From an optimization exercise on the open Yosys and OpenROAD flow, aimed at small area, a short achievable clock period and few clock cycles; shortcuts taken in it are not production practice. Only simulation tests tie the RTL to the original design; equivalence was not proved. Power is estimated from default activity; no workload was simulated.

==> design.v <==
module ram_dp_async_read
#(parameter WIDTH = 8,
  parameter DEPTH = 16,
  parameter DEPTH_LOG = $clog2(DEPTH))
(
 input clk,
 input wr_n,
 input [DEPTH_LOG-1:0] addr_wr,
 input [DEPTH_LOG-1:0] addr_rd,
 input [WIDTH-1:0] data_wr,
 output [WIDTH-1:0] data_rd
);
    reg [WIDTH-1:0] ram [0:DEPTH-1];
    always @(posedge clk) begin
        if(wr_n) begin
            ram[addr_wr] <= data_wr;
        end
    end
    assign data_rd = ram[addr_rd];
endmodule
module rd_inv(input a, output y);
    assign y = ~a;
endmodule
module rd_nand2(input a, input b, output y);
    assign y = ~(a & b);
endmodule
module rd_nor2(input a, input b, output y);
    assign y = ~(a | b);
endmodule
module rd_aoi22(input a1, input a2, input b1, input b2, output y);
    assign y = ~((a1 & a2) | (b1 & b2));
endmodule
module top_fsm(
        input clk,
        input rst_n,
        input        ram_in_we,
        input [4 :0] ram_in_addr_wr,
        input [7 :0] ram_in_data_wr,
        input [3 :0] ram_out_addr_rd,
        output [15:0] ram_out_data_rd,
        input opmode_in,
        output reg done_out
);
    reg [7:0] ram_in [0:31];
    reg [15:0] ram_out [0:15];
    integer i;
    always @(posedge clk) begin
        if (ram_in_we)
            ram_in[ram_in_addr_wr] <= ram_in_data_wr;
    end
    always @(posedge clk) begin
        if (opmode_in)
            for (i = 0; i < 16; i = i + 1)
                ram_out[i] <= {ram_in[2*i], ram_in[2*i+1]};
    end
    wire [3:0]  a = ram_out_addr_rd;
    wire [3:0]  an;
    wire [3:0]  pre_lo_n, pre_hi_n;
    wire [15:0] sel;
    genvar k, b, p;
    generate
        for (k = 0; k < 4; k = k + 1) begin : g_inv
            rd_inv u_inv (.a(a[k]), .y(an[k]));
        end
        for (k = 0; k < 4; k = k + 1) begin : g_pre
            rd_nand2 u_lo (.a(k[1] ? a[1] : an[1]), .b(k[0] ? a[0] : an[0]), .y(pre_lo_n[k]));
            rd_nand2 u_hi (.a(k[1] ? a[3] : an[3]), .b(k[0] ? a[2] : an[2]), .y(pre_hi_n[k]));
        end
        for (k = 0; k < 16; k = k + 1) begin : g_sel
            rd_nor2 u_sel (.a(pre_hi_n[k / 4]), .b(pre_lo_n[k % 4]), .y(sel[k]));
        end
        for (b = 0; b < 16; b = b + 1) begin : g_bit
            wire [7:0] pair_n;
            wire [3:0] quad;
            wire [1:0] half_n;
            for (p = 0; p < 8; p = p + 1) begin : g_pair
                rd_aoi22 u_pair (.a1(sel[2*p]),   .a2(ram_out[2*p][b]),
                                 .b1(sel[2*p+1]), .b2(ram_out[2*p+1][b]),
                                 .y(pair_n[p]));
            end
            for (p = 0; p < 4; p = p + 1) begin : g_quad
                rd_nand2 u_quad (.a(pair_n[2*p]), .b(pair_n[2*p+1]), .y(quad[p]));
            end
            for (p = 0; p < 2; p = p + 1) begin : g_half
                rd_nor2 u_half (.a(quad[2*p]), .b(quad[2*p+1]), .y(half_n[p]));
            end
            rd_nand2 u_out (.a(half_n[0]), .b(half_n[1]), .y(ram_out_data_rd[b]));
        end
    endgenerate
    always @(posedge clk or negedge rst_n) begin
        if (!rst_n)
            done_out <= 1'b0;
        else if (opmode_in)
            done_out <= 1'b1;
    end
endmodule
==> flow/run.sh <==
#!/bin/bash
# The standard layout (standard synthesis included), with one extra step
# after floorplan (flow/downsize.tcl): every logic cell starts from the
# smallest size of its function before placement and timing repair.
# Make's full output goes to flow_make.log; each step's own log is under
# orfs/logs.
set -euo pipefail
W=$(pwd)
bash standard.sh POST_FLOORPLAN_TCL="$W/flow/downsize.tcl" finish > "$W/flow_make.log" 2>&1
==> flow/downsize.tcl <==
# After floorplan: move every logic cell (not the flip-flops) to the
# smallest-area cell of the same function, so that the timing repair that
# follows starts from minimum sizes and upsizes only where timing needs it.
set n 0
set saved 0.0
foreach inst [get_cells *] {
  set master [get_property $inst ref_name]
  if {[string match "*df*" $master]} continue
  if {![regexp {^(sky130_fd_sc_hd__[a-z0-9]+)_([0-9]+)$} $master -> base drv]} continue
  set a0 [get_property [get_lib_cells $master] area]
  set best $master
  set besta $a0
  foreach lc [get_lib_cells ${base}_*] {
    set c [get_name $lc]
    if {![regexp "^${base}_\[0-9\]+\$" $c]} continue
    set a [get_property $lc area]
    if {$a < $besta} { set besta $a; set best $c }
  }
  if {$best ne $master} {
    replace_cell [get_full_name $inst] $best
    incr n
    set saved [expr {$saved + $a0 - $besta}]
  }
}
puts "downsize: $n cells moved to their smallest size, [format %.1f $saved] um2"
==> standard.sh <==
#!/bin/bash
# synth_recipe.tcl (not shown) runs the flow's synth.tcl, then flattens the netlist and writes it again
# the make line also repeats each setting of config.mk as NAME=value (left out here)
make -C /OpenROAD-flow-scripts/flow DESIGN_CONFIG=/design/flow/config.mk WORK_HOME=/design/flow/orfs CLKGATE_MAP_FILE= SYNTH_SCRIPT=/design/flow/synth_recipe.tcl "${@:-finish}"
==> config.mk <==
export PLATFORM = sky130hd
export DESIGN_NAME = top_fsm
export DESIGN_NICKNAME = top_fsm
export VERILOG_FILES = /design/flow/design.v
export SDC_FILE = /design/flow/constraint.sdc
export NUM_CORES = 4
export LEC_CHECK = 0
export CAP_MARGIN = 20
export CORE_MARGIN = 2
export CORE_UTILIZATION = 75
export CTS_CLUSTER_DIAMETER = 80
export CTS_CLUSTER_SIZE = 30
export GPL_TIMING_DRIVEN = 0
export SETUP_SLACK_MARGIN = 1.5
export SLEW_MARGIN = 20
export SYNTH_HIERARCHICAL = 1
==> constraint.sdc <==
create_clock -name core_clock -period 4.5 [get_ports {clk}]
set_input_delay 0.9000 -clock core_clock [delete_from_list [all_inputs] [get_ports {clk}]]
set_output_delay 0.9000 -clock core_clock [all_outputs]
set_load 0.01 [all_outputs]
==> results.cfg, run 1 <==
[outcome]
status = timing/DRC/antenna clean

[clocking]
insertion_delay_ns = 0.54
cts_inserted_buffers = 21
postCtsHoldBufs = 0
cts.sinks = 513
h-tree-depth = 1
clockBufferDepth = 3
clk_pin_slew_worst_paths_ns = 0.10
cts_tree = done
root_buffer = clkbuf_16

[floorplan]
die_area_mm2 = 0.0250
initial_core_util_pct = 76.1
die_w_um = 158
io_pins = 38
core_mm2 = 0.0234
rows = 56
die_y_um = 158

[power_and_ir_drop]
p_int_uw = 6360
sw_frac_of_total_pct = 20.1
power_frac_comb_pct = 4.9
p_clk_share_pct = 27.5
seqPwrFrac_pct = 67.6
ir_worst_vdd_mv = 0.399
powerDensity_mw_per_mm2 = 402
p_leak_uw = 0.00646
power_switching_uw = 1600

[timing]
relSlewSlack_pct = 23.8
setup_viol = 0
fin_ws_ns = 1.41
timing.hold.ws_ns = 0.394
drv_slew = 0
fmax_mhz = 324
period_needed_ns = 3.09
rsz0062_at_grt = yes
period_share_pct = 68.6
hold_viol = 0
clock_skew_ns = 0.0281
worst_pin_slew_ns = 1.14

[final_layout]
nNetsFinal = 958
final_cell_area_mm2 = 0.0198
num-fill-cells = 1058
drive_gt1_share_pct = 24.0
diodes = 0
area_delta_synth_final_pct = 11.1
fin_util_pct = 84.5
layoutNonFillerInstCount = 1264

[route]
num_vias = 8107
wl_per_cell_um = 26.9
first_pass_iters = 5
vias_per_cell = 6.41
ant_nets = 0
dr.first_iter.drc_count = 847
wl_um = 34000
drc = 0

[synth]
synthTopCellsByCount = edfxtp_1, a22oi_2, nand2_1
syn_area_mm2 = 0.0178
yosys.area.top_type = edfxtp_1
syn_nets = 853
async_flop_share_pct = 0.195
synth-main-ff-cell = edfxtp_1
avgSynthCellArea_um2 = 21.4
synth_top_area_share_pct = 86.4
netlist_instances = 832
ys_types = 17
yosys_register_bits = 513
ys_seq_area_share_pct = 86.5
synth_edf_count = 512
yosys-top-cells-area = edfxtp_1, a22oi_2, nand2_1, nor2_1, nor3_1
yosys_warnings = 9
synth_most_common_cell = edfxtp_1

[worst_setup_path]
path_cells = buf_12 > inv_8 > nand2_8 > buf_6 > nor2_4 > buf_4 > a22oi_2 > nand2_1 > nor2_4 > nand2_1 > buf_2
slowest_stage = a22oi_2
crit_fanout = 4
start_kind = primary input
path_delay_family = buffers and inverters
slowest_delay_ns = 0.19
crit_type = primary input to output port
worstPathRequired_ns = 3.60
crit_buf_inv = 5
critPathCaptureType = output port
arrival_ns = 2.19

[hold_path]
min_path_type = register to register

[place]
io_buffers = 37
place_congestion = 0.800
placed_area_mm2 = 0.0180
dp_slack_ns = -0.0218
place_hpwl_um = 18700
placed_cells = 1191

[global_routing]
grt_pass1_wl_um = 48900
grt_max_degree = 111
grt_pass1_vias = 8186
grt_use_total_pct = 27.7
grt_overflow = 0
antenna_found_initial = 0

[job]
max-cap-violations = 0
-- Yosys stat by module, one instance, submodules excluded --
module,cells inside,flip-flops and latches,copies in the design,area (um^2)
rd_aoi22,1,0,128,12.5
rd_inv,1,0,4,3.75
top_fsm,564,513,1,15700
rd_nand2,1,0,88,3.75
rd_nor2,1,0,48,3.75
-- cells in the final DEF (no fill, tap or decap), types with 8 or more instances in the layout --
master,netlist,layout
buf_6,1,9
nor3_2,1,8
clkbuf_16,0,21
buf_4,0,16
nor2_4,0,22
clkdlybuf4s50_1,0,8
nand2_1,90,70
buf_2,1,22
buf_12,0,21
clkbuf_1,2,10
a22oi_2,128,54
a22oi_1,0,74
nor2_1,72,29
edfxtp_1,512,512
nor2_2,0,21
nand2_2,0,12
-- sequential cells by signal, indices dropped and copies added, names as in the netlist --
name	cells
ram_out	256
done_out	1
ram_in	256
-- path summary, 6_finish.rpt --
check,startpoint,endpoint,slack (ns),depth (start not counted)
min in group asynchronous,rst_n,done_out$_DFFE_PN0P_,0.48,1
setup / recovery,ram_out_addr_rd[0],ram_out_data_rd[5],1.41,11
hold / removal,ram_in[4][0]$_DFFE_PP_,ram_out[2][8]$_DFFE_PP_,0.39,0
max in group asynchronous,rst_n,done_out$_DFFE_PN0P_,3.92,1
hold reg to reg,ram_in[4][0]$_DFFE_PP_,ram_out[2][8]$_DFFE_PP_,0.39,0
setup reg to reg,done_out$_DFFE_PN0P_,done_out$_DFFE_PN0P_,3.72,1
-- kinds of logic after synthesis --
kind of cell | after synthesis | share of synthesized area, %
simple gates | 183 | 4.29
buf+inv | 8 | 0.218
flops | 513 | 86.5
compound gates | 128 | 9.00
-- cell type report --
type / count / area [um^2] / area share, %
inverter: 4 / 37.5 / 0.190
clock buffer: 29 / 556 / 2.81
clock inverter: 2 / 38.8 / 0.196
tap: 319 / 399 / 2.02
multi-input combinational: 311 / 2390 / 12.1
sequential: 513 / 15400 / 77.9
buffer: 4 / 15.0 / 0.0759
timing repair buffer: 82 / 947 / 4.79
-- routing by layer --
layer	vias to the layer above	part of all wire [%]	track usage (%)
li1	3512	-	-
met1	4146	38	37.9
met2	389	52	47.9
met3	60	7.6	3.89
met4	0	2.6	8.32
met5	-	0	0
-- power groups by stage --
stage	logic [uW]	registers (uW)	clock network, uW
floorplan	133	5490	0
global placement	291	5520	0
detailed placement	314	5490	0
CTS	368	5380	2190
global route	409	5390	2360
finish	387	5380	2190
-- what timing repair did --
| action | CTS | global route |
|---|---|---|
| endpoints found under the setup margin | 24 | 16 |
| gates resized for setup | 218 | 44 |
| pin swaps | 69 | 31 |
| setup buffers | 41 | 1 |
-- stage by stage --
stage | TNS [ns] | total power (uW)
floorplan | 0 | 5620
global placement | -1260.10 | 5810
global route | 0 | 8160
detailed placement | -0.0218 | 5800
CTS | 0 | 7940
finish | 0 | 7960
Testbench counts, summed over its fixed seeds: cycles 5,207.
==> run 2, diff against run 1 <==
--- a/config.mk
+++ b/config.mk
@@ -12,3 +12,2 @@
 export CTS_CLUSTER_SIZE = 30
-export GPL_TIMING_DRIVEN = 0
 export SETUP_SLACK_MARGIN = 1.5
==> run 2 against run 1 <==
  * Synthesized area is the same
  * Via count grew 1.9%
  * Cell count grew 2.4%
  * Highest routed layer unchanged
  * Flip-flop and latch count is the same
  * Critical endpoint is now ram_out_data_rd[2]
  * Die area is the same
  * Largest power group unchanged
  * Clock skew is essentially flat
  * Clock power is essentially flat
  * Largest cell class unchanged
  * Synthesized cell count is the same
==> results.cfg, run 2 <==
[outcome]
status = timing/DRC/antenna clean

[clocking]
cts_inserted_buffers = 21
clockBufferDepth = 3
insertion_delay_ns = 0.54
clk_pin_slew_worst_paths_ns = 0.10
h-tree-depth = 1
cts_tree = done
root_buffer = clkbuf_16
cts.sinks = 513
postCtsHoldBufs = 0

[final_layout]
regArea_mm2 = 0.0154
final_cell_mix = edfxtp_1, a22oi_2, nand2_1
nNetsFinal = 990
largestRegisters = ram_in: 256 flops, ram_out: 256 flops, done_out: 1 flops
fin_util_pct = 85.2
final_cell_area_mm2 = 0.0199
drive_gt1_share_pct = 26.5
area_delta_synth_final_pct = 12.0
diodes = 0
num-fill-cells = 1013
multi_input_area_mm2 = 0.00239
layout.cells.most_common = edfxtp_1
layoutNonFillerInstCount = 1294

[timing]
rsz0062_at_grt = yes
fmax_mhz = 325
fin_ws_ns = 1.42
drv_slew = 0
worst_pin_slew_ns = 1.02
setup_viol = 0
clock_skew_ns = 0.0282
period_needed_ns = 3.08
timing.hold.ws_ns = 0.404
period_share_pct = 68.3
hold_viol = 0
relSlewSlack_pct = 32.0

[worst_setup_path]
slowest_stage = a22oi_2
slowest_delay_ns = 0.23
crit_fanout = 8
r2r-start = done_out$_DFFE_PN0P_
path_cells = buf_12 > inv_8 > nand2_8 > nor2_2 > buf_6 > buf_4 > a22oi_2 > nand2_2 > nor2_4 > nand2_1 > buf_2
ff2ff_path_depth = 1
crit_type = primary input to output port
start_kind = primary input
critPathCaptureType = output port
ff2ff_setup_slack_ns = 3.68
crit_buf_inv = 5
worstPathRequired_ns = 3.60
path_delay_family = buffers and inverters
r2r-end = done_out$_DFFE_PN0P_
arrival_ns = 2.18

[synth]
yosys_register_bits = 513
yosys.area.top_type = edfxtp_1
yosys-top-cells-area = edfxtp_1, a22oi_2, nand2_1, nor2_1, nor3_1
yosys_warnings = 9
synth_adder_area_share_pct = 0
avgSynthCellArea_um2 = 21.4
async_flop_share_pct = 0.195
synthSimpleGateAreaFrac_pct = 4.29
synth_most_common_cell = edfxtp_1
ys_seq_area_share_pct = 86.5
synthMuxAreaShare_pct = 0
syn_area_mm2 = 0.0178
synth_edf_count = 512
synthTopCellsByCount = edfxtp_1, a22oi_2, nand2_1
ys_types = 17
synth_top_family_by_area = compound AO/OA/AOI/OAI gates
synth-main-ff-cell = edfxtp_1
synth_compound_area_share_pct = 9.00
netlist_instances = 832
synth_xor_area_share_pct = 0
synth_top_area_share_pct = 86.4
syn_nets = 853

[floorplan]
io_pins = 38
initial_core_util_pct = 76.1
core_mm2 = 0.0234
die_area_mm2 = 0.0250
rows = 56
die_w_um = 158
die_y_um = 158

[place]
io_buffers = 37
dp_slack_ns = -0.0974
place_congestion = 0.798
place_hpwl_um = 19400
placed_cells = 1215
placed_area_mm2 = 0.0182

[hold_path]
min-delay-start = ram_in[2][6]$_DFFE_PP_
min_path_type = register to register
hold_end = ram_out[1][14]$_DFFE_PP_
hold_depth = 0

[global_routing]
grt_use_total_pct = 28.4
antenna_found_initial = 0
grt_overflow = 0
grt_max_degree = 138
grt_pass1_vias = 8217
grt_pass1_wl_um = 49700

[power_and_ir_drop]
p_leak_uw = 0.00660
powerDensity_mw_per_mm2 = 399
ir_worst_vdd_mv = 0.416

[route]
vias_per_cell = 6.38
first_pass_iters = 7
dr.first_iter.drc_count = 932
num_vias = 8262
ant_nets = 0
wl_um = 34900
drc = 0
wl_per_cell_um = 27.0

[job]
max-cap-violations = 0
==> run 2: cell counts after synthesis <==
No cell type changed its count.
==> run 2: per-layer routing <==
metal / track usage [%] / wire length (um)
met3: 3.45 / 2500
met5: 0 / 0
met4: 6.99 / 707
met2: 48.1 / 17900
met1: 40.9 / 13900
==> run 2: layout make-up <==
class                      count  share of cell area [%]
multi-input combinational    311                    12.0
inverter                       4                   0.176
sequential                   513                    77.2
timing repair buffer         118                    5.68
tap                          319                    2.00
clock inverter                 1                   0.151
clock buffer                  28                    2.77
==> run 2: through the flow <==
| step | setup TNS [ns] | total power [uW] |
|---|---|---|
| after floorplan | 0 | 5620 |
| after global placement | -1.04 | 5790 |
| after detailed placement | -0.393 | 5810 |
| after CTS | 0 | 7930 |
| after global routing | 0 | 8140 |
| final | 0 | 7960 |
==> run 2: kinds of logic (layout without fill, tap and decap cells) <==
kind of cell / after synthesis / in the layout
AO/OA/AOI/OAI: 128 / 128
flip-flops: 513 / 513
buffers and inverters: 8 / 151
AND/OR/NAND/NOR: 183 / 183
==> run 2: worst max-delay path by stage <==
| stage | start | endpoint | slack (ns) | cells after the start |
|---|---|---|---|---|
| floorplan | ram_out_addr_rd[3] | ram_out_data_rd[0] | 1.53 | 7 |
| global placement | ram_out_addr_rd[1] | ram_out_data_rd[15] | -0.12 | 9 |
| detailed placement | ram_out_addr_rd[1] | ram_out_data_rd[1] | -0.1 | 9 |
| CTS | ram_out_addr_rd[1] | ram_out_data_rd[15] | 1.44 | 10 |
| global route | ram_out_addr_rd[0] | ram_out_data_rd[13] | 1.37 | 11 |
| finish | ram_out_addr_rd[0] | ram_out_data_rd[2] | 1.42 | 11 |
==> run 2: what timing repair did <==
action,CTS,global route
cloned,2,0
pin swaps,70,49
buffers inserted,48,0
gates resized for setup,229,59
setup endpoints to repair,16,16
==> run 2: modules after synthesis, one instance, submodules excluded <==
module    cells inside  flip-flops and latches  area (um^2)  times used
rd_aoi22             1                       0         12.5         128
rd_nand2             1                       0         3.75          88
rd_inv               1                       0         3.75           4
top_fsm            564                     513        15700           1
rd_nor2              1                       0         3.75          48
==> run 2: report_power, final <==
| part | switching (uW) | internal, uW | leakage (uW) | total (uW) |
|---|---|---|---|---|
| Clock | 1310 | 882 | 0.000278 | 2190 |
| Combinational | 262 | 129 | 0.00150 | 390 |
| Sequential | 36.2 | 5350 | 0.00482 | 5390 |
==> run 3, diff against run 2 <==
--- a/config.mk
+++ b/config.mk
@@ -10,4 +10,5 @@
 export CORE_UTILIZATION = 75
-export CTS_CLUSTER_DIAMETER = 80
-export CTS_CLUSTER_SIZE = 30
+export CTS_BUF_LIST = sky130_fd_sc_hd__clkbuf_8
+export CTS_CLUSTER_DIAMETER = 60
+export CTS_CLUSTER_SIZE = 20
 export SETUP_SLACK_MARGIN = 1.5
==> run 3 against run 2 <==
  * Critical path depth is 1 higher
  * Clock power increased by 6%
  * Synthesized cell count unchanged
  * Combinational power down 2%
  * Global-route usage rose by 0.59 points
  * Power increased by 1.6%
  * Worst setup slack worse by 0.085 ns
  * Flip-flop and latch count is the same
  * Non-clock buffer count grew 1
  * Register-to-register slack improved by 0.03 ns
  * Clock-buffer cell count is 9 higher
  * Critical endpoint is now ram_out_data_rd[15]
==> results.cfg, run 3 <==
[outcome]
status = timing/DRC/antenna clean

[power_and_ir_drop]
powerDensity_mw_per_mm2 = 407
p_total_uw = 8090
p_leak_uw = 0.00666
ir_worst_vdd_mv = 0.386

[clocking]
postCtsHoldBufs = 0
clockBufferDepth = 3
insertion_delay_ns = 0.58
root_buffer = clkbuf_8
clk_pin_slew_worst_paths_ns = 0.12
cts.sinks = 513
cts_tree = done
cts_inserted_buffers = 34
h-tree-depth = 2

[final_layout]
num-fill-cells = 1025
final_cell_area_mm2 = 0.0199
diodes = 0
final_cell_mix = edfxtp_1, a22oi_1, nand2_1
area_delta_synth_final_pct = 11.7
drive_gt1_share_pct = 25.8
regArea_mm2 = 0.0154
layout.cells.most_common = edfxtp_1
multi_input_area_mm2 = 0.00224
largestRegisters = ram_in: 256 flops, ram_out: 256 flops, done_out: 1 flops
nNetsFinal = 1004

[global_routing]
grt_overflow = 0
grt_use_total_pct = 29.0
grt_pass1_vias = 8330
grt_pass1_wl_um = 50400
antenna_found_initial = 1
grt_max_degree = 138

[hold_path]
hold_depth = 0
min-delay-start = ram_in[10][6]$_DFFE_PP_
hold_end = ram_out[5][14]$_DFFE_PP_
min_path_type = register to register

[timing]
period_needed_ns = 3.16
drv_slew = 0
fmax_mhz = 316
clock_skew_ns = 0.0242
rsz0062_at_grt = yes
period_share_pct = 70.2
setup_viol = 0
tns_ns = 0
relSlewSlack_pct = 32.8
worst_pin_slew_ns = 1.01
hold_viol = 0

[place]
placed_area_mm2 = 0.0182
place_hpwl_um = 19400
io_buffers = 37
place_congestion = 0.798

[worst_setup_path]
arrival_ns = 2.26
start_kind = primary input
ff2ff_setup_slack_ns = 3.71
critPathCaptureType = output port
r2r-end = done_out$_DFFE_PN0P_
crit_type = primary input to output port
ff2ff_path_depth = 1
worstPathRequired_ns = 3.60
r2r-start = done_out$_DFFE_PN0P_
crit_fanout = 7

[floorplan]
io_pins = 38
die_w_um = 158
initial_core_util_pct = 76.1
core_mm2 = 0.0234
rows = 56
die_y_um = 158
die_area_mm2 = 0.0250

[synth]
yosys-top-cells-area = edfxtp_1, a22oi_2, nand2_1, nor2_1, nor3_1
yosys_register_bits = 513
ys_types = 17
async_flop_share_pct = 0.195
syn_nets = 853
synth_top_area_share_pct = 86.4
avgSynthCellArea_um2 = 21.4
yosys.area.top_type = edfxtp_1
yosys_warnings = 9
ys_seq_area_share_pct = 86.5
syn_area_mm2 = 0.0178
synth_edf_count = 512
netlist_instances = 832
synth-main-ff-cell = edfxtp_1
synthTopCellsByCount = edfxtp_1, a22oi_2, nand2_1
synth_most_common_cell = edfxtp_1

[route]
vias_per_cell = 6.33
first_pass_iters = 5
wl_per_cell_um = 26.6
num_vias = 8346
ant_nets = 0
dr.first_iter.drc_count = 955
drc = 0
wl_um = 35100

[job]
max-cap-violations = 0
-- run 3: area by class of cell --
type                            count  share of cell area (%)
Clock buffer                       37                    2.56
Clock inverter                     16                   0.874
Inverter                            4                   0.201
Multi-Input combinational cell    311                    11.2
Sequential cell                   513                    77.4
Tap cell                          319                    2.01
Timing Repair Buffer              119                    5.70
-- run 3: through the flow --
stage                     util [%]  setup WS, ns  instances  hold slack, ns
after detailed placement      77.6       -0.0974       1215           0.405
after global placement        77.5        -0.120       1214           0.400
after floorplan                  -          1.53        832           0.400
final                         85.0          1.34       1319           0.415
after global routing          85.0          1.31       1319           0.424
after CTS                     84.4          1.40       1315           0.418
-- run 3: power by group --
| part | internal (uW) | leakage, uW | switching [uW] |
|---|---|---|---|
| Sequential | 5350 | 0.00482 | 34.0 |
| Combinational | 125 | 0.00150 | 259 |
| Clock | 951 | 0.000334 | 1370 |
-- run 3: worst max path at each step --
stage                             startpoint                  end  slack (ns)  cells after the start
final                     ram_out_addr_rd[3]  ram_out_data_rd[15]        1.34                     12
after detailed placement  ram_out_addr_rd[1]   ram_out_data_rd[1]        -0.1                      9
after CTS                 ram_out_addr_rd[2]   ram_out_data_rd[2]        1.40                     12
after global placement    ram_out_addr_rd[1]  ram_out_data_rd[15]       -0.12                      9
after global routing      ram_out_addr_rd[1]  ram_out_data_rd[15]        1.31                     10
after floorplan           ram_out_addr_rd[3]   ram_out_data_rd[0]        1.53                      7
-- run 3: worst max-delay path, cell delays in order --
cell and delay (ns):
buf_12 0.10, inv_8 0.04, nand2_8 0.08, buf_12 0.11, nor2_4 0.04, buf_8 0.14, buf_12 0.14, a22oi_2 0.12
nand2_1 0.12, nor2_1 0.15, nand2_1 0.12, buf_2 0.17
-- run 3: cell families (layout without fill, tap and decap cells) --
| family | Yosys count | count (layout) | share of synthesized area (%) |
|---|---|---|---|
| buf+inv | 8 | 176 | 0.218 |
| compound gates | 128 | 128 | 9.00 |
| simple gates | 183 | 183 | 4.29 |
| flops | 513 | 513 | 86.5 |
-- run 3: repair_timing --
item / 4_1_cts / 5_1_grt
buffers inserted: 44 / 4
cloned: 3 / 0
gates resized for setup: 233 / 29
pin swaps: 67 / 32
endpoints found under the setup margin: 16 / 16
-- run 3: modules after synthesis (local to each module, per instance) --
module / cells inside / area, um^2 / copies in the design / flip-flops and latches
top_fsm: 564 / 15700 / 1 / 513
rd_inv: 1 / 3.75 / 4 / 0
rd_nand2: 1 / 3.75 / 88 / 0
rd_nor2: 1 / 3.75 / 48 / 0
rd_aoi22: 1 / 12.5 / 128 / 0
-- run 3: metal layers --
layer	up-vias	track usage [%]	wire, um
met5	-	0	0
met4	0	10.8	1020
met3	84	7.04	3030
met2	405	46.6	17500
met1	4243	39.9	13600
li1	3614	-	-
==> run 4, diff against run 3 <==
==> flow/run.sh (replaced) <==
#!/bin/bash
# The standard layout (standard synthesis included), with one extra step
# after floorplan (flow/downsize.tcl): every logic cell starts from the
# smallest size of its function before placement and timing repair, and
# the ports are buffered with buf_2 cells.
# Make's full output goes to flow_make.log; each step's own log is under
# orfs/logs.
set -euo pipefail
W=$(pwd)
bash standard.sh POST_FLOORPLAN_TCL="$W/flow/downsize.tcl" BUFFER_PORTS_ARGS="-buffer_cell sky130_fd_sc_hd__buf_2" finish > "$W/flow_make.log" 2>&1
--- a/config.mk
+++ b/config.mk
@@ -10,5 +10,4 @@
 export CORE_UTILIZATION = 75
-export CTS_BUF_LIST = sky130_fd_sc_hd__clkbuf_8
-export CTS_CLUSTER_DIAMETER = 60
-export CTS_CLUSTER_SIZE = 20
+export CTS_CLUSTER_DIAMETER = 80
+export CTS_CLUSTER_SIZE = 30
 export SETUP_SLACK_MARGIN = 1.5
==> run 4 against run 3 <==
  * Still clean on timing, DRC and antenna
  * Register-to-register slack got worse by 0.10 ns
  * Global-route usage increased by 0.12 points
  * Sequential power about the same
  * Critical path type unchanged
  * Critical endpoint is now ram_out_data_rd[7]
==> results.cfg, run 4 <==
[outcome]
status = timing/DRC/antenna clean

[worst_setup_path]
ff2ff_path_depth = 1
start_kind = primary input
crit_type = primary input to output port
arrival_ns = 2.19
critPathCaptureType = output port
ff2ff_setup_slack_ns = 3.61
r2r-start = done_out$_DFFE_PN0P_
slowest_stage = a22oi_2
cpMostUsedCell = nand2_1
crit_fanout = 8
slowest_delay_ns = 0.23
worstPathRequired_ns = 3.60
r2r-end = done_out$_DFFE_PN0P_
path_cells = buf_12 > inv_8 > nand2_8 > nor2_4 > buf_8 > a22oi_2 > nand2_1 > nor2_2 > nand2_1 > buf_2

[timing]
rsz0062_at_grt = yes
clock_skew_ns = 0.0273
fmax_mhz = 323
hold_viol = 0
relSlewSlack_pct = 35.5
tns_ns = 0
period_share_pct = 68.7
worst_pin_slew_ns = 0.964
drv_slew = 0
period_needed_ns = 3.09
setup_viol = 0

[floorplan]
die_w_um = 158
io_pins = 38
core_mm2 = 0.0234
die_y_um = 158
initial_core_util_pct = 76.1
die_area_mm2 = 0.0250
rows = 56

[global_routing]
grtUsageMet1_pct = 40.8
use_met2_pct = 49.0
grt_pass1_wl_um = 50700
antenna_found_initial = 0
grt_overflow = 0
grt_use_total_pct = 29.1
busiest_layer = met2
met3_usage_pct = 4.05
grt_max_degree = 122
grt_pass1_vias = 8225

[clocking]
h-tree-depth = 1
clockBufferDepth = 3
cts_inserted_buffers = 21
root_buffer = clkbuf_16
clk_pin_slew_worst_paths_ns = 0.11
cts_tree = done
cts.sinks = 513
insertion_delay_ns = 0.54

[final_layout]
diodes = 0
nNetsFinal = 954
area_delta_synth_final_pct = 10.9
drive_gt1_share_pct = 27.1
final_cell_mix = edfxtp_1, a22oi_2, nand2_1
largestRegisters = ram_in: 256 flops, ram_out: 256 flops, done_out: 1 flops
layout.cells.most_common = edfxtp_1

[synth]
avgSynthCellArea_um2 = 21.4
yosys_register_bits = 513
synth-main-ff-cell = edfxtp_1
synth_most_common_cell = edfxtp_1
yosys_warnings = 9
ys_seq_area_share_pct = 86.5
netlist_instances = 832
synth_top_area_share_pct = 86.4
syn_area_mm2 = 0.0178
async_flop_share_pct = 0.195
yosys-top-cells-area = edfxtp_1, a22oi_2, nand2_1, nor2_1, nor3_1
synthTopCellsByCount = edfxtp_1, a22oi_2, nand2_1
ys_types = 17
syn_nets = 853
synth_edf_count = 512
yosys.area.top_type = edfxtp_1

[power_and_ir_drop]
p_int_uw = 6360
seqPwrFrac_pct = 67.5
powerDensity_mw_per_mm2 = 404
p_total_uw = 7980
p_clk_share_pct = 27.6
p_leak_uw = 0.00642
power_switching_uw = 1630
sw_frac_of_total_pct = 20.4
power_frac_comb_pct = 4.9
ir_worst_vdd_mv = 0.538

[route]
wl_per_cell_um = 29.6
num_vias = 8345
first_pass_iters = 8
drc = 0
ant_nets = 0
vias_per_cell = 6.62
dr.first_iter.drc_count = 1046
wl_um = 37300

[place]
io_buffers = 37
place_congestion = 0.798
place_hpwl_um = 19500

[hold_path]
min_path_type = primary input to asynchronous set/reset pin

[job]
max-cap-violations = 0
run 4: cell counts after synthesis:
Identical to the previous run, type by type.
run 4: final cells by class:
cell class / count / area, um^2
timing repair buffer: 82 / 805
sequential: 513 / 15400
multi-input combinational: 311 / 2510
clock buffer: 29 / 556
clock inverter: 2 / 38.8
inverter: 4 / 42.5
tap: 319 / 399
fill: 1054 / 3650
run 4: timing repair:
item | in CTS | in global routing
pin swaps | 43 | 68
setup endpoints to repair | 16 | 16
gates resized for setup | 163 | 89
setup buffers | 13 | 0
cloned | 7 | 2
hold buffers | 0 | 0
run 4: how the worst max path moves through the flow:
| stage | endpoint | slack, ns | from | cells after the start |
|---|---|---|---|---|
| after floorplan | ram_out_data_rd[0] | 1.53 | ram_out_addr_rd[3] | 7 |
| final | ram_out_data_rd[7] | 1.41 | ram_out_addr_rd[2] | 10 |
| after global routing | ram_out_data_rd[7] | 1.37 | ram_out_addr_rd[2] | 10 |
| after CTS | ram_out_data_rd[1] | 1.50 | ram_out_addr_rd[3] | 11 |
| after global placement | ram_out_data_rd[8] | 0.74 | ram_out_addr_rd[0] | 9 |
| after detailed placement | ram_out_data_rd[15] | 0.76 | ram_out_addr_rd[0] | 9 |
run 4: kinds of logic (layout without fill, tap and decap cells):
logic type,after synthesis,after routing,share of synthesized area [%]
buffers and inverters,8,117,0.218
AO/OA/AOI/OAI,128,128,9.00
AND/OR/NAND/NOR,183,183,4.29
flip-flops,513,513,86.5
run 4: power groups by stage:
stage | Sequential [uW] | Combinational (uW) | Clock (uW)
after CTS | 5380 | 352 | 2200
after global placement | 5480 | 278 | 0
after floorplan | 5490 | 133 | 0
final | 5390 | 391 | 2200
after detailed placement | 5490 | 288 | 0
after global routing | 5400 | 410 | 2360
run 4: worst max-delay path, delay by kind of cell:
kind | cells | cell delay (ns)
AOI/OAI and AO/OA | 1 | 0.23
buffers and inverters | 4 | 0.48
and+or+nand+nor | 5 | 0.57
run 4: routing by layer:
layer  up-vias  share of wire [%]
li1       3511                  -
met1      4281                 37
met2       484                 51
met3        69                8.6
met4         0                2.9
met5         -                  0
run 4: modules after synthesis, one instance, submodules excluded:
module	cells inside	cell area (um^2)	copies in the design	flops+latches
rd_aoi22	1	12.5	128	0
top_fsm	564	15700	1	513
rd_nand2	1	3.75	88	0
rd_inv	1	3.75	4	0
rd_nor2	1	3.75	48	0
run 4: stage by stage:
stage                     utilization (%)  cells  setup WS, ns  hold WS (ns)  area, um^2
after global placement               76.5   1206         0.745         0.400       17900
after global routing                 84.4   1260          1.37         0.109       19700
final                                84.4   1260          1.41         0.115       19700
after detailed placement             76.6   1206         0.758         0.405       17900
after CTS                            82.6   1257          1.50        0.0880       19300
after floorplan                         -    832          1.53         0.400       17900
==> run 5, diff against run 4 <==
--- a/config.mk
+++ b/config.mk
@@ -12,2 +12,3 @@
 export CTS_CLUSTER_SIZE = 30
+export GPL_TIMING_DRIVEN = 0
 export SETUP_SLACK_MARGIN = 1.5
==> run 5 against run 4 <==
  * Wire length fell by 7.1%
  * Combinational power decreased by 1%
  * Clock power about the same
  * Worst hold slack got worse by 0.0090 ns
  * First-iteration DRC count is 13% lower
  * Critical path depth did not move
  * Via count fell by 1.8%
  * Sequential share of layout area up 0.089 points
  * Critical path type unchanged
==> results.cfg, run 5 <==
[timing]
period_needed_ns = 3.09
period_share_pct = 68.8
relSlewSlack_pct = 36.3
drv_slew = 0
timing.hold.ws_ns = 0.106
worst_pin_slew_ns = 0.952
clock_skew_ns = 0.0273
hold_viol = 0
fmax_mhz = 323
rsz0062_at_grt = yes
setup_viol = 0

[worst_setup_path]
start_kind = primary input
path_delay_family = simple AND/OR/NAND/NOR gates
worstPathRequired_ns = 3.60
slowest_delay_ns = 0.34
crit_type = primary input to output port
cpMostUsedCell = nand2_1
ff2ff_path_depth = 1
path_cells = buf_12 > inv_6 > nand2_4 > nor2_4 > buf_4 > a22oi_2 > nand2_1 > nor2_2 > nand2_1 > buf_2
crit_fanout = 8
slowest_stage = nor2_4
crit_cells = 10
arrival_ns = 2.19
critPathCaptureType = output port
crit_buf_inv = 4

[global_routing]
grt_pass1_vias = 8094
grt_overflow = 0
grt_use_total_pct = 28.1
grt_max_degree = 109
antenna_found_initial = 0
grt_pass1_wl_um = 49300

[hold_path]
min_path_type = primary input to asynchronous set/reset pin

[power_and_ir_drop]
powerDensity_mw_per_mm2 = 405
p_total_uw = 7990
ir_worst_vdd_mv = 0.509
p_leak_uw = 0.00648

[clocking]
cts_tree = done
clockBufferDepth = 3
postCtsHoldBufs = 0
cts.sinks = 513
clk_pin_slew_worst_paths_ns = 0.10
root_buffer = clkbuf_16
insertion_delay_ns = 0.54
h-tree-depth = 1
cts_inserted_buffers = 21

[job]
max-cap-violations = 0

[synth]
async_flop_share_pct = 0.195
synth_most_common_cell = edfxtp_1
ys_types = 17
synth_top_area_share_pct = 86.4
synthTopCellsByCount = edfxtp_1, a22oi_2, nand2_1
synth_edf_count = 512
avgSynthCellArea_um2 = 21.4
yosys_register_bits = 513
netlist_instances = 832
synth-main-ff-cell = edfxtp_1
yosys-top-cells-area = edfxtp_1, a22oi_2, nand2_1, nor2_1, nor3_1
ys_seq_area_share_pct = 86.5
syn_area_mm2 = 0.0178
yosys.area.top_type = edfxtp_1
yosys_warnings = 9
syn_nets = 853

[floorplan]
core_mm2 = 0.0234
rows = 56
die_y_um = 158
die_area_mm2 = 0.0250
io_pins = 38
die_w_um = 158
initial_core_util_pct = 76.1

[place]
place_congestion = 0.791
place_hpwl_um = 18500
placed_area_mm2 = 0.0179
io_buffers = 37

[route]
wl_um = 34600
drc = 0
wl_per_cell_um = 27.2
vias_per_cell = 6.43
ant_nets = 0
dr.first_iter.drc_count = 912
first_pass_iters = 5
num_vias = 8191

[final_layout]
drive_gt1_share_pct = 24.2
final_cell_area_mm2 = 0.0197
layout.cells.most_common = edfxtp_1
area_delta_synth_final_pct = 10.8
multi_input_area_mm2 = 0.00239
nNetsFinal = 968
diodes = 0
regArea_mm2 = 0.0154
final_cell_mix = edfxtp_1, a22oi_1, nand2_1
num-fill-cells = 1084
largestRegisters = ram_in: 256 flops, ram_out: 256 flops, done_out: 1 flops

[outcome]
status = timing/DRC/antenna clean
## run 5: through the flow
step                utilization [%]  setup WS [ns]  setup TNS (ns)  instances
floorplan                         -           1.53               0        832
global placement               75.8         -0.640         -156.92       1188
detailed placement             76.5          0.807               0       1193
CTS                            83.8           1.46               0       1273
global route                   84.3           1.35               0       1274
finish                         84.3           1.41               0       1274
## run 5: logic make-up (layout without fill, tap and decap cells)
family          Yosys count  in the layout  synth area share (%)
flops                   513            513                  86.5
compound gates          128            128                  9.00
buf+inv                   8            126                 0.218
simple gates            183            188                  4.29
## run 5: cell type report
type	instances	share of cell area [%]
Buffer	4	0.0761
Clock buffer	29	2.82
Clock inverter	2	0.197
Inverter	4	0.165
Multi-Input combinational cell	316	12.1
Sequential cell	513	78.1
Tap cell	319	2.02
Timing Repair Buffer	87	4.55
## run 5: path summary, 6_finish.rpt
check	start	to	slack (ns)
max	ram_out_addr_rd[1]	ram_out_data_rd[11]	1.41
min	rst_n	done_out$_DFFE_PN0P_	0.11
max reg2reg	done_out$_DFFE_PN0P_	done_out$_DFFE_PN0P_	3.72
min reg2reg	ram_in[6][5]$_DFFE_PP_	ram_out[3][13]$_DFFE_PP_	0.41
max in group asynchronous	rst_n	done_out$_DFFE_PN0P_	4.31
min in group core_clock	ram_in[6][5]$_DFFE_PP_	ram_out[3][13]$_DFFE_PP_	0.41
## run 5: metal layers
metal,vias to the layer above,global-route usage [%],wire [um]
li1,3545,-,-
met1,4154,39.2,13000
met2,436,48.1,18000
met3,56,3.70,2880
met4,0,7.76,711
met5,-,0,0
## run 5: timing repair
| action | CTS | global route |
|---|---|---|
| buffers inserted | 43 | 1 |
| gates cloned | 6 | 0 |
| gates resized for setup | 138 | 26 |
| endpoints found under the setup margin | 16 | 16 |
| hold endpoints to repair | 0 | 0 |
| pin swaps | 61 | 11 |
## run 5: power by group
| part | total [uW] | leakage, uW | switching (uW) | internal [uW] |
|---|---|---|---|---|
| clock network | 2220 | 0.000284 | 1330 | 890 |
| logic | 386 | 0.00138 | 264 | 122 |
| registers | 5380 | 0.00482 | 34.7 | 5350 |
| total | 7990 | 0.00648 | 1630 | 6360 |
## run 5: per-module statistics from Yosys (local to each module, per instance)
module	area, um^2	flip-flops and latches
rd_inv	3.75	0
rd_nor2	3.75	0
rd_nand2	3.75	0
rd_aoi22	12.5	0
top_fsm	15700	513
==> run 6, diff against run 5 <==
--- a/config.mk
+++ b/config.mk
@@ -12,4 +12,3 @@
 export CTS_CLUSTER_SIZE = 30
-export GPL_TIMING_DRIVEN = 0
-export SETUP_SLACK_MARGIN = 1.5
+export SETUP_SLACK_MARGIN = 1.2
 export SLEW_MARGIN = 20
==> run 6 against run 5 <==
  * Worst setup slack worse by 0.15 ns
  * Clock power is 2% lower
  * First-iteration DRC count is 3.0% higher
  * Critical path type unchanged
  * Largest power group unchanged
  * Highest routed layer unchanged
==> results.cfg, run 6 <==
[synth]
yosys.area.top_type = edfxtp_1
ys_seq_area_share_pct = 86.5
syn_area_mm2 = 0.0178
synth-main-ff-cell = edfxtp_1
ys_types = 17
yosys_warnings = 9
avgSynthCellArea_um2 = 21.4
synth_top_area_share_pct = 86.4
yosys-top-cells-area = edfxtp_1, a22oi_2, nand2_1, nor2_1, nor3_1
syn_nets = 853
async_flop_share_pct = 0.195
netlist_instances = 832
synthTopCellsByCount = edfxtp_1, a22oi_2, nand2_1
synth_edf_count = 512
yosys_register_bits = 513
synth_most_common_cell = edfxtp_1

[power_and_ir_drop]
powerDensity_mw_per_mm2 = 421
p_total_uw = 7850
p_leak_uw = 0.00617
ir_worst_vdd_mv = 0.509

[final_layout]
final_cell_mix = edfxtp_1, a22oi_1, nand2_1
nNetsFinal = 932
fin_util_pct = 79.7
diodes = 0
largestRegisters = ram_in: 256 flops, ram_out: 256 flops, done_out: 1 flops
num-fill-cells = 1252
multi_input_area_mm2 = 0.00185
regArea_mm2 = 0.0154
area_delta_synth_final_pct = 4.69
drive_gt1_share_pct = 12.4
layout.cells.most_common = edfxtp_1
final_cell_area_mm2 = 0.0186

[place]
placed_area_mm2 = 0.0179
dp_slack_ns = 0.758
place_hpwl_um = 19500
io_buffers = 37
place_congestion = 0.798

[route]
vias_per_cell = 6.35
dr.first_iter.drc_count = 939
wl_per_cell_um = 25.7
wl_um = 31800
drc = 0
ant_nets = 0
first_pass_iters = 6
num_vias = 7858

[timing]
worst_pin_slew_ns = 1.04
hold_viol = 0
clock_skew_ns = 0.0283
period_needed_ns = 3.25
tns_ns = 0
drv_slew = 0
rsz0062_at_grt = no
period_share_pct = 72.1
fmax_mhz = 308
fin_ws_ns = 1.25
setup_viol = 0
relSlewSlack_pct = 30.5

[floorplan]
die_y_um = 158
rows = 56
io_pins = 38
core_mm2 = 0.0234
initial_core_util_pct = 76.1
die_w_um = 158
die_area_mm2 = 0.0250

[worst_setup_path]
crit_buf_inv = 4
path_delay_family = buffers and inverters
critPathCaptureType = output port
crit_start = ram_out_addr_rd[3]
crit_type = primary input to output port
r2r-end = done_out$_DFFE_PN0P_
ff2ff_setup_slack_ns = 3.73
worstPathRequired_ns = 3.60
ff2ff_path_depth = 1
slowest_stage = a22oi_1
arrival_ns = 2.35
start_kind = primary input
crit_fanout = 16
slowest_delay_ns = 0.35
r2r-start = done_out$_DFFE_PN0P_
path_cells = buf_2 > inv_1 > nand2_2 > nor2_1 > buf_4 > a22oi_1 > nand2_1 > nor2_1 > nand2_1 > buf_2

[global_routing]
grt_max_degree = 122
grt_pass1_vias = 7706
grt_overflow = 0
grt_use_total_pct = 25.8
grt_pass1_wl_um = 45700
antenna_found_initial = 0

[clocking]
insertion_delay_ns = 0.55
cts_tree = done
clockBufferDepth = 3
cts_inserted_buffers = 21
root_buffer = clkbuf_16
h-tree-depth = 1
cts.sinks = 513
clk_pin_slew_worst_paths_ns = 0.10

[job]
max-cap-violations = 0

[hold_path]
min_path_type = primary input to asynchronous set/reset pin

[outcome]
status = timing/DRC/antenna clean
[run 6: changes by cell type in the layout (fill, tap and decap cells not counted), sizes merged]
cell,change
buf,-29
clkbuf,-2
nor2,-5
[run 6: report_power, final]
group          internal (uW)  total (uW)  switching, uW
Combinational           70.9         299            228
Clock                    888        2170           1290
Sequential              5350        5380           29.1
[run 6: cells by family after synthesis]
kind of cell	Yosys count	share of synthesized area [%]
DFF	513	86.5
and+or+nand+nor	183	4.29
AOI/OAI and AO/OA	128	9.00
buffers and inverters	8	0.218
[run 6: per-layer routing]
layer	wire, um	part of all wire [%]	track usage, %
met2	15800	50	42.7
met5	0	0	0
met1	12600	39	37.7
met3	2890	9.1	3.37
met4	543	1.7	6.78
[run 6: worst max-delay path by stage]
stage                          endpoint  slack (ns)  depth (start not counted)
CTS                  ram_out_data_rd[1]        1.21                         10
global placement     ram_out_data_rd[8]        0.74                          9
global route         ram_out_data_rd[1]        1.20                         10
finish               ram_out_data_rd[7]        1.25                         10
floorplan            ram_out_data_rd[0]        1.27                          7
detailed placement  ram_out_data_rd[15]        0.76                          9
[run 6: layout make-up]
class	instances	share of cell area, %
clock buffers	29	2.98
multi-input cells	311	9.93
repair buffers	60	2.04
clock inverters	2	0.208
inverters	4	0.0805
flip-flops and latches	513	82.6
well taps	319	2.14
[run 6: repair_timing]
item,CTS,global route
hold buffers,0,0
setup endpoints to repair,16,14
gates cloned,0,0
pin swaps,1,1
buffers inserted,1,0
gates resized for setup,14,17
[run 6: stage by stage]
stage,std cells,hold slack [ns]
2_1_floorplan,832,0.400
3_5_place_dp,1206,0.405
6_report,1238,0.105
3_3_place_gp,1206,0.400
5_1_grt,1238,0.0878
4_1_cts,1238,0.0880
[run 6: per-module statistics from Yosys, one instance, submodules excluded]
module | cells inside | times used | flip-flops and latches
rd_aoi22 | 1 | 128 | 0
rd_nor2 | 1 | 48 | 0
rd_nand2 | 1 | 88 | 0
top_fsm | 564 | 1 | 513
rd_inv | 1 | 4 | 0
==> run 7, diff against run 6 <==
--- a/config.mk
+++ b/config.mk
@@ -12,3 +12,3 @@
 export CTS_CLUSTER_SIZE = 30
-export SETUP_SLACK_MARGIN = 1.2
+export SETUP_SLACK_MARGIN = 2.5
 export SLEW_MARGIN = 20
==> run 7 against run 6 <==
  * Flip-flop and latch count unchanged
  * Still clean on timing, DRC and antenna
  * Power increased by 1.0%
  * Global-route usage increased by 2.5 points
  * Largest power group unchanged
==> results.cfg, run 7 <==
[synth]
yosys_register_bits = 513
synth_most_common_cell = edfxtp_1
ys_types = 17
synthTopCellsByCount = edfxtp_1, a22oi_2, nand2_1
yosys.area.top_type = edfxtp_1
avgSynthCellArea_um2 = 21.4
async_flop_share_pct = 0.195
synth-main-ff-cell = edfxtp_1
synth_edf_count = 512
yosys_warnings = 9
syn_nets = 853
syn_area_mm2 = 0.0178
netlist_instances = 832
ys_seq_area_share_pct = 86.5
yosys-top-cells-area = edfxtp_1, a22oi_2, nand2_1, nor2_1, nor3_1
synth_top_area_share_pct = 86.4

[worst_setup_path]
cpMostUsedCell = nand2_1
worstPathRequired_ns = 3.60
slowest_delay_ns = 0.19
crit_type = primary input to output port
r2r-start = done_out$_DFFE_PN0P_
crit_start = ram_out_addr_rd[2]
arrival_ns = 2.29
start_kind = primary input
path_cells = buf_12 > clkinvlp_4 > nand2_4 > nor2_4 > buf_8 > a22oi_2 > nand2_1 > nor2_1 > nand2_1 > buf_2
slowest_stage = nand2_4
critPathCaptureType = output port
crit_fanout = 8

[clocking]
clk_pin_slew_worst_paths_ns = 0.10
cts_tree = done
h-tree-depth = 1
cts_inserted_buffers = 21
insertion_delay_ns = 0.54
cts.sinks = 513
root_buffer = clkbuf_16
clockBufferDepth = 3

[final_layout]
final_cell_area_mm2 = 0.0195
drive_gt1_share_pct = 26.3
layout.cells.most_common = edfxtp_1
final_cell_mix = edfxtp_1, nand2_1, a22oi_2
nNetsFinal = 946
layoutNonFillerInstCount = 1250
area_delta_synth_final_pct = 9.73
diodes = 0
largestRegisters = ram_in: 256 flops, ram_out: 256 flops, done_out: 1 flops

[global_routing]
grt_use_total_pct = 28.3
grt_pass1_vias = 7960
antenna_found_initial = 0
grt_max_degree = 111
grt_pass1_wl_um = 49300
grt_overflow = 0

[timing]
fin_ws_ns = 1.31
tns_ns = 0
fmax_mhz = 313
hold_viol = 0
period_share_pct = 70.9
period_needed_ns = 3.19
rsz0062_at_grt = yes
setup_viol = 0
clock_skew_ns = 0.0257
drv_slew = 0
relSlewSlack_pct = 42.9
worst_pin_slew_ns = 0.856

[floorplan]
core_mm2 = 0.0234
initial_core_util_pct = 76.1
die_y_um = 158
die_w_um = 158
rows = 56
die_area_mm2 = 0.0250
io_pins = 38

[route]
wl_per_cell_um = 27.7
ant_nets = 0
num_vias = 8121
dr.first_iter.drc_count = 1114
vias_per_cell = 6.50
wl_um = 34600
first_pass_iters = 7
drc = 0

[power_and_ir_drop]
p_leak_uw = 0.00636
p_total_uw = 7930
powerDensity_mw_per_mm2 = 406
ir_worst_vdd_mv = 0.489

[place]
placed_area_mm2 = 0.0179
place_congestion = 0.812
io_buffers = 37
dp_slack_ns = 0.651
place_hpwl_um = 19600
placed_cells = 1204

[hold_path]
min_path_type = primary input to asynchronous set/reset pin

[outcome]
status = timing/DRC/antenna clean

[job]
max-cap-violations = 0
[run 7: cell counts after synthesis]
Identical to the previous run, type by type.
[run 7: area by class of cell]
class | count | area, um^2
multi-input combinational | 312 | 2400
fill | 1063 | 3870
timing repair buffer | 73 | 721
clock inverter | 1 | 30.0
sequential | 513 | 15400
inverter | 4 | 30.0
tap | 319 | 399
clock buffer | 28 | 552
[run 7: routing by layer]
layer	up-vias	global-route usage, %	wire (um)
li1	3491	-	-
met2	454	46.5	17300
met4	0	7.12	797
met5	-	0	0
met3	57	3.94	3500
met1	4119	41.8	13000
[run 7: cell families (layout without fill, tap and decap cells)]
| group | after synthesis | after routing | synth area share [%] |
|---|---|---|---|
| AND/OR/NAND/NOR | 183 | 184 | 4.29 |
| flip-flops | 513 | 513 | 86.5 |
| buffers and inverters | 8 | 106 | 0.218 |
| AO/OA/AOI/OAI | 128 | 128 | 9.00 |
[run 7: stage by stage]
stage	hold slack, ns	utilization (%)
final	0.112	83.5
after global routing	0.0893	83.5
after CTS	0.0937	82.8
after detailed placement	0.405	76.5
after global placement	0.400	76.5
after floorplan	0.400	-
[run 7: repair_timing]
item | in CTS | in global routing
pin swaps | 80 | 24
setup buffers | 9 | 1
setup endpoints to repair | 104 | 136
gates resized for setup | 185 | 38
hold buffers | 0 | 0
cloned | 7 | 0
[run 7: path summary, 6_finish.rpt]
kind                                           end  slack [ns]  cells past startpoint
min in group core_clock    ram_out[0][7]$_DFFE_PP_        0.40                      0
max reg2reg                   done_out$_DFFE_PN0P_        3.72                      1
max                             ram_out_data_rd[0]        1.31                     10
max in group asynchronous     done_out$_DFFE_PN0P_        4.31                      1
min                           done_out$_DFFE_PN0P_        0.11                      1
min reg2reg                ram_out[0][7]$_DFFE_PP_        0.40                      0
[run 7: per-module statistics from Yosys, one instance, submodules excluded]
| module | area [um^2] | flops+latches | copies in the design |
|---|---|---|---|
| top_fsm | 15700 | 513 | 1 |
| rd_nand2 | 3.75 | 0 | 88 |
| rd_nor2 | 3.75 | 0 | 48 |
| rd_aoi22 | 12.5 | 0 | 128 |
| rd_inv | 3.75 | 0 | 4 |
[run 7: worst max-delay path, delay by kind of cell]
kind / cells / cell delay, ns
buffers and inverters: 4 / 0.58
AND/OR/NAND/NOR: 5 / 0.64
AO/OA/AOI/OAI: 1 / 0.16
[run 7: power breakdown]
part	switching (uW)	internal (uW)	leakage, uW
clock	1290	881	0.000278
sequential	35.7	5350	0.00482
combinational	261	110	0.00126
==> run 8, diff against run 7 <==
--- a/config.mk
+++ b/config.mk
@@ -12,3 +12,3 @@
 export CTS_CLUSTER_SIZE = 30
-export SETUP_SLACK_MARGIN = 2.5
+export SETUP_SLACK_MARGIN = 1.65
 export SLEW_MARGIN = 20
==> run 8 against run 7 <==
  * Via count is 0.97% higher
  * Core utilization grew 1.5 points
  * Clock skew increased by 0.0025 ns
  * Power rose by 0.58%
  * Flip-flop and latch count did not move
  * Critical endpoint is now ram_out_data_rd[15]
  * Highest routed layer unchanged
==> results.cfg, run 8 <==
[outcome]
status = timing/DRC/antenna clean

[clocking]
clockBufferDepth = 3
cts_tree = done
root_buffer = clkbuf_16
postCtsHoldBufs = 0
cts.sinks = 513
clk_pin_slew_worst_paths_ns = 0.11
insertion_delay_ns = 0.54
h-tree-depth = 1
cts_inserted_buffers = 21

[global_routing]
grtUsageMet1_pct = 41.5
use_met2_pct = 47.9
met3_usage_pct = 3.91
grt_overflow = 0
grt_pass1_vias = 8103
busiest_layer = met2
grt_use_total_pct = 28.8
grt_pass1_wl_um = 50000
grt_max_degree = 119
antenna_found_initial = 0

[final_layout]
layout.cells.most_common = edfxtp_1
area_delta_synth_final_pct = 11.7
diodes = 0
final_cell_mix = edfxtp_1, a22oi_2, nand2_1
nNetsFinal = 958
drive_gt1_share_pct = 28.7
largestRegisters = ram_in: 256 flops, ram_out: 256 flops, done_out: 1 flops
final_cell_area_mm2 = 0.0199

[power_and_ir_drop]
sw_frac_of_total_pct = 20.2
powerDensity_mw_per_mm2 = 401
p_clk_share_pct = 27.5
seqPwrFrac_pct = 67.6
power_switching_uw = 1610
power_frac_comb_pct = 5.0
p_int_uw = 6360
ir_worst_vdd_mv = 0.565
p_leak_uw = 0.00648

[synth]
syn_area_mm2 = 0.0178
ys_types = 17
yosys_warnings = 9
netlist_instances = 832
avgSynthCellArea_um2 = 21.4
ys_seq_area_share_pct = 86.5
synth_edf_count = 512
yosys_register_bits = 513
synth_top_area_share_pct = 86.4
synth_most_common_cell = edfxtp_1
synth-main-ff-cell = edfxtp_1
yosys-top-cells-area = edfxtp_1, a22oi_2, nand2_1, nor2_1, nor3_1
yosys.area.top_type = edfxtp_1
synthTopCellsByCount = edfxtp_1, a22oi_2, nand2_1
syn_nets = 853
async_flop_share_pct = 0.195

[worst_setup_path]
r2r-end = done_out$_DFFE_PN0P_
ff2ff_setup_slack_ns = 3.70
crit_fanout = 8
worstPathRequired_ns = 3.60
ff2ff_path_depth = 1
r2r-start = done_out$_DFFE_PN0P_
critPathCaptureType = output port
crit_type = primary input to output port
start_kind = primary input
arrival_ns = 2.16

[timing]
setup_viol = 0
fmax_mhz = 327
worst_pin_slew_ns = 1.07
drv_slew = 0
clock_skew_ns = 0.0282
period_share_pct = 68.1
timing.hold.ws_ns = 0.113
period_needed_ns = 3.06
rsz0062_at_grt = yes
relSlewSlack_pct = 28.7
hold_viol = 0
tns_ns = 0

[floorplan]
initial_core_util_pct = 76.1
core_mm2 = 0.0234
io_pins = 38
die_w_um = 158
die_area_mm2 = 0.0250
rows = 56
die_y_um = 158

[route]
wl_um = 35200
first_pass_iters = 5
drc = 0
vias_per_cell = 6.49
wl_per_cell_um = 27.8
dr.first_iter.drc_count = 992
num_vias = 8200
ant_nets = 0

[place]
place_hpwl_um = 19400
placed_area_mm2 = 0.0179
io_buffers = 37
place_congestion = 0.802

[job]
max-cap-violations = 0

[hold_path]
min_path_type = primary input to asynchronous set/reset pin
==> run 8: power groups by stage <==
| stage | Combinational (uW) | Clock, uW | Sequential [uW] |
|---|---|---|---|
| final | 395 | 2190 | 5390 |
| after global routing | 418 | 2350 | 5400 |
| after CTS | 371 | 2200 | 5380 |
| after detailed placement | 285 | 0 | 5490 |
| after global placement | 275 | 0 | 5480 |
| after floorplan | 136 | 0 | 5490 |
==> run 8: cell families after synthesis <==
kind of cell | after synthesis | synth area share [%]
buf+inv | 8 | 0.218
flops | 513 | 86.5
simple gates | 183 | 4.29
compound gates | 128 | 9.00
==> run 8: what timing repair did <==
item / 4_1_cts / 5_1_grt
setup endpoints to repair: 16 / 16
setup buffers: 13 / 0
pin swaps: 69 / 51
resized for setup: 221 / 54
cloned: 9 / 1
==> run 8: metrics by stage <==
step	total power [uW]	utilization, %	worst slack [ns]	cells
6_report	7970	85.0	1.44	1263
5_1_grt	8170	85.0	1.40	1263
4_1_cts	7950	83.8	1.53	1262
3_5_place_dp	5770	76.7	0.945	1210
3_3_place_gp	5750	76.6	1.01	1210
2_1_floorplan	5620	-	1.65	832
==> run 8: worst max-delay path by stage <==
stage / startpoint / to / cells after the start
after detailed placement: ram_out_addr_rd[3] / ram_out_data_rd[0] / 10
after global routing: ram_out_addr_rd[1] / ram_out_data_rd[15] / 10
final: ram_out_addr_rd[0] / ram_out_data_rd[15] / 10
after global placement: ram_out_addr_rd[3] / ram_out_data_rd[10] / 10
after CTS: ram_out_addr_rd[2] / ram_out_data_rd[15] / 10
after floorplan: ram_out_addr_rd[3] / ram_out_data_rd[0] / 7
==> run 8: layer usage <==
metal / share of wire [%] / routed length (um) / vias to the layer above
li1: - / - / 3515
met1: 39 / 13800 / 4225
met2: 51 / 18000 / 402
met3: 7.2 / 2530 / 58
met4: 2.6 / 914 / 0
met5: 0 / 0 / -
==> run 8: area by class of cell <==
cell class	instances	area (um^2)
clock buffers	29	556
clock inverters	1	30.0
fillers	1021	3510
inverters	4	55.1
multi-input cells	311	2550
flip-flops and latches	513	15400
well taps	319	399
repair buffers	86	895
==> run 8: modules after synthesis, one instance, submodules excluded <==
| module | cells | times used |
|---|---|---|
| rd_nand2 | 1 | 88 |
| top_fsm | 564 | 1 |
| rd_inv | 1 | 4 |
| rd_aoi22 | 1 | 128 |
| rd_nor2 | 1 | 48 |
==> run 8: worst max-delay path, cell delays in order <==
cell,delay (ns)
buf_12,0.11
clkinv_8,0.07
nand2_8,0.10
nor2_4,0.06
buf_6,0.15
a22oi_1,0.27
nand2_1,0.15
nor2_4,0.14
nand2_1,0.06
buf_2,0.14
==> run 9, diff against run 8 <==
--- a/config.mk
+++ b/config.mk
@@ -12,3 +12,3 @@
 export CTS_CLUSTER_SIZE = 30
-export SETUP_SLACK_MARGIN = 1.65
+export SETUP_SLACK_MARGIN = 2.0
 export SLEW_MARGIN = 20
==> run 9 against run 8 <==
  * Non-clock buffer count shrank 17
  * Critical endpoint is now ram_out_data_rd[13]
  * Via count fell by 2.1%
  * Maximum frequency shrank 2.3%
  * Worst hold slack better by 0.0025 ns
  * Sequential share of layout area increased by 2.7 points
  * Combinational power is 15% lower
==> results.cfg, run 9 <==
[timing]
relSlewSlack_pct = 27.4
hold_viol = 0
tns_ns = 0
drv_slew = 0
rsz0062_at_grt = yes
worst_pin_slew_ns = 1.09
fmax_mhz = 319
period_share_pct = 69.7
period_needed_ns = 3.14
setup_viol = 0
clock_skew_ns = 0.0175

[synth]
synth_top_area_share_pct = 86.4
synth-main-ff-cell = edfxtp_1
syn_area_mm2 = 0.0178
ys_types = 17
synth_compound_area_share_pct = 9.00
synthTopCellsByCount = edfxtp_1, a22oi_2, nand2_1
yosys_register_bits = 513
ys_seq_area_share_pct = 86.5
synth_xor_area_share_pct = 0
avgSynthCellArea_um2 = 21.4
synth_edf_count = 512
synthSimpleGateAreaFrac_pct = 4.29
yosys.area.top_type = edfxtp_1
syn_nets = 853
synthMuxAreaShare_pct = 0
netlist_instances = 832
synth_most_common_cell = edfxtp_1
async_flop_share_pct = 0.195
synth_adder_area_share_pct = 0
yosys-top-cells-area = edfxtp_1, a22oi_2, nand2_1, nor2_1, nor3_1
yosys_warnings = 9
synth_top_family_by_area = compound AO/OA/AOI/OAI gates

[route]
drc = 0
dr.first_iter.drc_count = 1028
ant_nets = 0
wl_um = 33800
first_pass_iters = 5
wl_per_cell_um = 27.1
vias_per_cell = 6.44
num_vias = 8028

[worst_setup_path]
slowest_delay_ns = 0.15
crit_fanout = 7
ff2ff_setup_slack_ns = 3.72
worstPathRequired_ns = 3.60
start_kind = primary input
cpMostUsedCell = nand2_1
crit_buf_inv = 5
critPathCaptureType = output port
path_cells = buf_8 > clkinvlp_4 > nand2_4 > nor2_4 > buf_6 > buf_12 > a22oi_2 > nand2_1 > nor2_2 > nand2_1 > buf_2
slowest_stage = buf_6
path_delay_family = buffers and inverters
crit_type = primary input to output port
arrival_ns = 2.24

[floorplan]
die_area_mm2 = 0.0250
rows = 56
die_w_um = 158
initial_core_util_pct = 76.1
die_y_um = 158
core_mm2 = 0.0234
io_pins = 38

[clocking]
cts.sinks = 513
postCtsHoldBufs = 0
cts_tree = done
root_buffer = clkbuf_16
clockBufferDepth = 3
cts_inserted_buffers = 21
clk_pin_slew_worst_paths_ns = 0.10
insertion_delay_ns = 0.53
h-tree-depth = 1

[global_routing]
met3_usage_pct = 4.38
antenna_found_initial = 0
grt_overflow = 0
busiest_layer = met2
grtUsageMet1_pct = 38.8
grt_pass1_vias = 7997
grt_pass1_wl_um = 48700
grt_max_degree = 121
use_met2_pct = 47.7
grt_use_total_pct = 27.8

[final_layout]
layout.cells.most_common = edfxtp_1
final_cell_mix = edfxtp_1, a22oi_1, nand2_1
largestRegisters = ram_in: 256 flops, ram_out: 256 flops, done_out: 1 flops
diodes = 0
nNetsFinal = 941
area_delta_synth_final_pct = 7.90
drive_gt1_share_pct = 23.4

[place]
io_buffers = 37
place_hpwl_um = 19700
place_congestion = 0.828

[power_and_ir_drop]
ir_worst_vdd_mv = 0.520
powerDensity_mw_per_mm2 = 411
p_leak_uw = 0.00628
p_total_uw = 7890

[outcome]
status = timing/DRC/antenna clean

[job]
max-cap-violations = 0

[hold_path]
min_path_type = primary input to asynchronous set/reset pin
run 9: cell counts after synthesis:
Identical to the previous run, type by type.
run 9: per-module statistics from Yosys, one instance, submodules excluded:
module / cell area, um^2 / flip-flops and latches / cells / copies in the design
rd_aoi22: 12.5 / 0 / 1 / 128
rd_inv: 3.75 / 0 / 1 / 4
rd_nand2: 3.75 / 0 / 1 / 88
rd_nor2: 3.75 / 0 / 1 / 48
top_fsm: 15700 / 513 / 564 / 1
run 9: path summary, 6_finish.rpt:
kind                       depth (start not counted)                       to              startpoint
max                                               11      ram_out_data_rd[13]      ram_out_addr_rd[0]
min                                                1     done_out$_DFFE_PN0P_                   rst_n
max reg2reg                                        1     done_out$_DFFE_PN0P_    done_out$_DFFE_PN0P_
min reg2reg                                        0  ram_out[0][7]$_DFFE_PP_  ram_in[1][7]$_DFFE_PP_
max in group asynchronous                          1     done_out$_DFFE_PN0P_                   rst_n
min in group core_clock                            0  ram_out[0][7]$_DFFE_PP_  ram_in[1][7]$_DFFE_PP_
run 9: timing repair:
action,4_1_cts,5_1_grt
resized for setup,125,46
setup buffers,2,1
gates cloned,5,1
endpoints found under the hold margin,0,0
endpoints found under the setup margin,16,16
pin swaps,40,34
run 9: per-stage QoR:
stage | area [um^2] | hold WS, ns | setup slack (ns) | util (%) | cells
finish | 19200 | 0.115 | 1.36 | 82.1 | 1246
global route | 19200 | 0.0978 | 1.27 | 82.1 | 1246
CTS | 19000 | 0.102 | 1.41 | 81.3 | 1244
detailed placement | 17900 | 0.405 | 1.10 | 76.6 | 1207
global placement | 17900 | 0.400 | 1.16 | 76.6 | 1207
floorplan | 18000 | 0.400 | 1.80 | - | 832
run 9: cells by family after synthesis:
| logic type | count (synthesis) |
|---|---|
| DFF | 513 |
| and+or+nand+nor | 183 |
| AOI/OAI and AO/OA | 128 |
| buffers and inverters | 8 |
run 9: area by class of cell:
class	count	area, um^2
flip-flops and latches	513	15400
fillers	1124	4190
multi-input cells	311	2240
clock buffers	29	556
repair buffers	69	554
well taps	319	399
clock inverters	1	30.0
inverters	4	30.0
run 9: layer usage:
metal  wire [um]  vias up
met2       17100      404
met3        2730       50
met5           0        -
met1       13100     4095
li1            -     3479
met4         793        0
run 9: where the power goes:
group          total [uW]  switching (uW)  internal [uW]
Combinational         336             244           92.5
Sequential           5390            35.6           5350
Clock                2170            1290            885
Total                7890            1570           6330

-- afterwards: timing with drivers on the ports --
The flow's constraints put no driver on any port. The routed layouts listed below were extracted and timed again, unchanged, in two steps.
Step 1, drivers: a clkbuf_16 drives clk and a buf_2 each remaining input, both assumed.
Step 2 also shifts input and output timing later by t, the mid clock arrival at the registers, as if the neighbouring blocks saw the same clock.
Three values: ideal, step 1, step 2; two values: the first two.
| run | t (ns) | setup WS [ns] | worst hold slack (ns) | worst slew at a driven data input, ns |
|---|---|---|---|---|
| run 1 | 0.580 | 1.413 / 1.340 / 0.985 | 0.394 / 0.394 / 0.394 | 0.07 |
| run 2 | 0.574 | 1.425 / 1.361 / 1.148 | 0.404 / 0.404 / 0.404 | 0.07 |
| run 3 | 0.606 | 1.340 / 1.261 / 1.140 | 0.415 / 0.415 / 0.415 | 0.07 |
| run 4 | 0.581 | 1.407 / 1.343 / 1.343 | 0.115 / 0.089 / 0.411 | 0.07 |
| run 5 | 0.583 | 1.406 / 1.339 / 1.297 | 0.106 / 0.081 / 0.405 | 0.07 |
| run 6 | 0.583 | 1.254 / 1.228 / 1.228 | 0.105 / 0.081 / 0.408 | 0.05 |
| run 7 | 0.575 | 1.310 / 1.236 / 1.236 | 0.112 / 0.092 / 0.404 | 0.07 |
| run 8 | 0.577 | 1.438 / 1.368 / 1.368 | 0.113 / 0.098 / 0.398 | 0.09 |
| run 9 | 0.577 | 1.365 / 1.305 / 1.305 | 0.115 / 0.091 / 0.410 | 0.06 |
After both steps every run listed still meets setup and hold. The setup slack of run 1, which loses most, moves by -0.073 ns with the drivers and by -0.428 ns with both steps.
